Background: an optimization exercise with open tools, aiming at small area and a short achievable clock period. Do not read the settings as production practice. In this exercise RTL edits were held to simulation tests only and were not proved equivalent to the original. Power and IR drop assume default switching activity.

// multiplierTree
module multiplierTree (
    input clk,
    input rst,
    input en,
    input [31:0] a,
    input [31:0] b,
    output reg [63:0] c
);
reg [31:0] A;
reg [31:0] B;
wire load = en & ~rst;
wire hold = ~en & ~rst;
wire [31:0] nA;
wire [31:0] nB;
wire [63:0] nc;
wire loadn = ~load;
regnext #(32) nxA (load, hold, a, A, nA);
regnext #(32) nxB (load, hold, b, B, nB);
always @(posedge clk)
begin
    A <= nA;
    B <= nB;
    c <= nc;
end
wallace M64 (A, B, load, loadn, hold, c, nc);
endmodule
Settings: LEC_CHECK=0, CAP_MARGIN=20, CORE_MARGIN=2, CORE_UTILIZATION=70, CTS_BUF_LIST=sky130_fd_sc_hd__clkbuf_8, SETUP_SLACK_MARGIN=2.75, SLEW_MARGIN=20, SYNTH_HIERARCHICAL=1; clock period 9.0 ns.
standard.sh (not shown) runs the stock make flow with config.mk's settings and CLKGATE_MAP_FILE= SYNTH_SCRIPT=/design/flow/synth_recipe.tcl, a recipe that flattens the netlist after the stock synthesis.
==> flow/flow/run.sh <==
#!/bin/bash
# Standard synthesis and layout, with two changes: before placement every
# cell is set to its smallest drive (flow/downsize.tcl) so that repair sizes
# up only what timing needs, and the port buffers are buf_1 cells.
set -euo pipefail
here=$(pwd)
bash standard.sh synth > synth.log 2>&1
export POST_FLOORPLAN_TCL=$here/flow/downsize.tcl
export BUFFER_PORTS_ARGS="-buffer_cell sky130_fd_sc_hd__buf_1"
bash standard.sh finish "POST_FLOORPLAN_TCL=$POST_FLOORPLAN_TCL" "BUFFER_PORTS_ARGS=$BUFFER_PORTS_ARGS" > layout.log 2>&1
==> flow/flow/downsize.tcl <==
# Set every standard cell to the smallest drive of its function before
# placement; repair_design and repair_timing then size up what needs it.
set db [ord::get_db]
set smallest [dict create]
foreach lib [$db getLibs] {
  foreach m [$lib getMasters] {
    set n [$m getName]
    if {![regexp {^(sky130_fd_sc_hd__[a-z0-9]+)_([0-9]+)$} $n -> base drv]} { continue }
    if {[string match "*lpflow*" $n] || [string match "*probe*" $n]} { continue }
    set a [expr {[$m getWidth] * [$m getHeight]}]
    if {![dict exists $smallest $base]} {
      dict set smallest $base [list $m $a $drv]
    } else {
      lassign [dict get $smallest $base] bm ba bd
      if {$a < $ba || ($a == $ba && $drv > $bd)} {
        dict set smallest $base [list $m $a $drv]
      }
    }
  }
}
set count 0
foreach inst [[ord::get_db_block] getInsts] {
  set m [$inst getMaster]
  set n [$m getName]
  if {![regexp {^(sky130_fd_sc_hd__[a-z0-9]+)_([0-9]+)$} $n -> base drv]} { continue }
  if {[string match "*df*" $base] || [string match "*clkbuf*" $base]} { continue }
  if {![dict exists $smallest $base]} { continue }
  set sm [lindex [dict get $smallest $base] 0]
  if {[$sm getName] ne $n} {
    $inst swapMaster $sm
    incr count
  }
}
puts "downsize: swapped $count instances"
Change:
CORE_UTILIZATION = 60   (was 70)
PLACE_DENSITY = 0.75   (was default)
The changed run finished with timing, DRC and antenna clean.
Worst setup slack improves by 0.15 ns.
Combinational power goes down by about 0.8%.
Maximum frequency goes up by 2.5%.
First-iteration DRC count goes down by 26%.
Global-route usage goes down by 7.2 points.
Core utilization goes down by 12 points.
Sequential share of layout area is about the same.

---

multiplierTree, a different RTL version from the one above (not shown whole).
Size: about 2500 cells after synthesis, about 130 I/O pins, ~25000 um2 of cells after synthesis.
// multiplierTree
module multiplierTree (
    input clk,
    input rst,
    input en,
    input [31:0] a,
    input [31:0] b,
    output reg [63:0] c
);
==> flow/config.mk <==
export PLATFORM = sky130hd
export DESIGN_NAME = multiplierTree
export DESIGN_NICKNAME = multiplierTree
export VERILOG_FILES = /design/flow/design.v
export SDC_FILE = /design/flow/constraint.sdc
export NUM_CORES = 4
export LEC_CHECK = 0
export CAP_MARGIN = 20
export CORE_MARGIN = 2
export CORE_UTILIZATION = 40
export SETUP_SLACK_MARGIN = 2.0
export SLEW_MARGIN = 20
export SYNTH_HIERARCHICAL = 1
==> flow/constraint.sdc <==
create_clock -name core_clock -period 9.0 [get_ports {clk}]
set_input_delay 1.8000 -clock core_clock [delete_from_list [all_inputs] [get_ports {clk}]]
set_output_delay 1.8000 -clock core_clock [all_outputs]
set_load 0.01 [all_outputs]
==> flow/flow/run.sh <==
#!/bin/bash
# Standard synthesis and layout; before placement every cell is set to its
# smallest drive (flow/downsize.tcl) so that repair sizes up only what timing needs.
set -euo pipefail
here=$(pwd)
bash standard.sh synth > synth.log 2>&1
export POST_FLOORPLAN_TCL=$here/flow/downsize.tcl
bash standard.sh finish POST_FLOORPLAN_TCL=$here/flow/downsize.tcl > layout.log 2>&1
Scripts as last shown in full above: flow/flow/downsize.tcl
The baseline ran to the end with no violations.
==> next run, changes <==
CORE_UTILIZATION = 60   (was 40)
CTS_BUF_LIST = sky130_fd_sc_hd__clkbuf_8   (was default)
SETUP_SLACK_MARGIN = 2.3   (was 2.0)
Result: The changed run completed with no timing, DRC or antenna violations; power went down by 2.2%; first-iteration DRC count went up by 46%; final area went down by 0.55%; fmax went up by 3.2%; setup slack improves by 210 ps.

---

Starting RTL as in the previous note.
Settings: LEC_CHECK=0, CAP_MARGIN=20, CORE_MARGIN=2, CORE_UTILIZATION=60, CTS_BUF_LIST=sky130_fd_sc_hd__clkbuf_8, SETUP_SLACK_MARGIN=2.3, SLEW_MARGIN=20, SYNTH_HIERARCHICAL=1; clock period 9.0 ns.
==> flow/flow/run.sh <==
#!/bin/bash
# Standard synthesis and layout, with two changes: before placement every
# cell is set to its smallest drive (flow/downsize.tcl) so that repair sizes
# up only what timing needs, and the port buffers are buf_1 cells.
set -euo pipefail
here=$(pwd)
bash standard.sh synth > synth.log 2>&1
export POST_FLOORPLAN_TCL=$here/flow/downsize.tcl
export BUFFER_PORTS_ARGS="-buffer_cell sky130_fd_sc_hd__buf_1"
bash standard.sh finish "POST_FLOORPLAN_TCL=$POST_FLOORPLAN_TCL" "BUFFER_PORTS_ARGS=$BUFFER_PORTS_ARGS" > layout.log 2>&1
Scripts as last shown in full above: flow/flow/downsize.tcl
==> next run, changes <==
==> flow/flow/run.sh (replaced) <==
#!/bin/bash
# Standard synthesis and layout; before placement every cell is set to its
# smallest drive (flow/downsize.tcl) so that repair sizes up only what timing needs.
set -euo pipefail
here=$(pwd)
bash standard.sh synth > synth.log 2>&1
export POST_FLOORPLAN_TCL=$here/flow/downsize.tcl
bash standard.sh finish POST_FLOORPLAN_TCL=$here/flow/downsize.tcl > layout.log 2>&1
- SETUP_SLACK_MARGIN: 2.3 -> 2.6
Maximum frequency goes up by a few percent.
Wire length goes up by a few percent.
Clock-buffer cell count goes down by 1.
Via count goes up by a few percent.

-- re-timing with driven ports --
Ports are ideal in the flow. The routed layouts listed here were re-timed in OpenROAD. Step 1: set_driving_cell puts a clkbuf_16 on clk and a buf_2 on each other input, an assumption about the parent block. Step 2 also shifts input and output timing later by t, the mid clock arrival at the registers, as if the neighbouring blocks saw the same clock. Three values: ideal ports, drivers, drivers and shift; two values: the first two.
run	t (ns)	slack for setup (ns)	worst hold slack (ns)	worst setup path at the end
the first run of note 1	0.585	2.689 / 2.689 / 2.689	0.472 / 0.472 / 0.472	register to register
the second run of note 1	0.644	2.842 / 2.842 / 2.842	0.466 / 0.466 / 0.466	register to register
the first run of note 2	0.552	2.250 / 2.250 / 2.250	0.470 / 0.470 / 0.470	register to register
the second run of note 2	0.589	2.457 / 2.457 / 2.457	0.469 / 0.469 / 0.469	register to register
the first run of note 3	0.592	2.477 / 2.477 / 2.477	0.470 / 0.470 / 0.470	register to register
the second run of note 3	0.604	2.777 / 2.777 / 2.777	0.468 / 0.468 / 0.468	register to register
After both steps setup and hold are still met in every run listed.
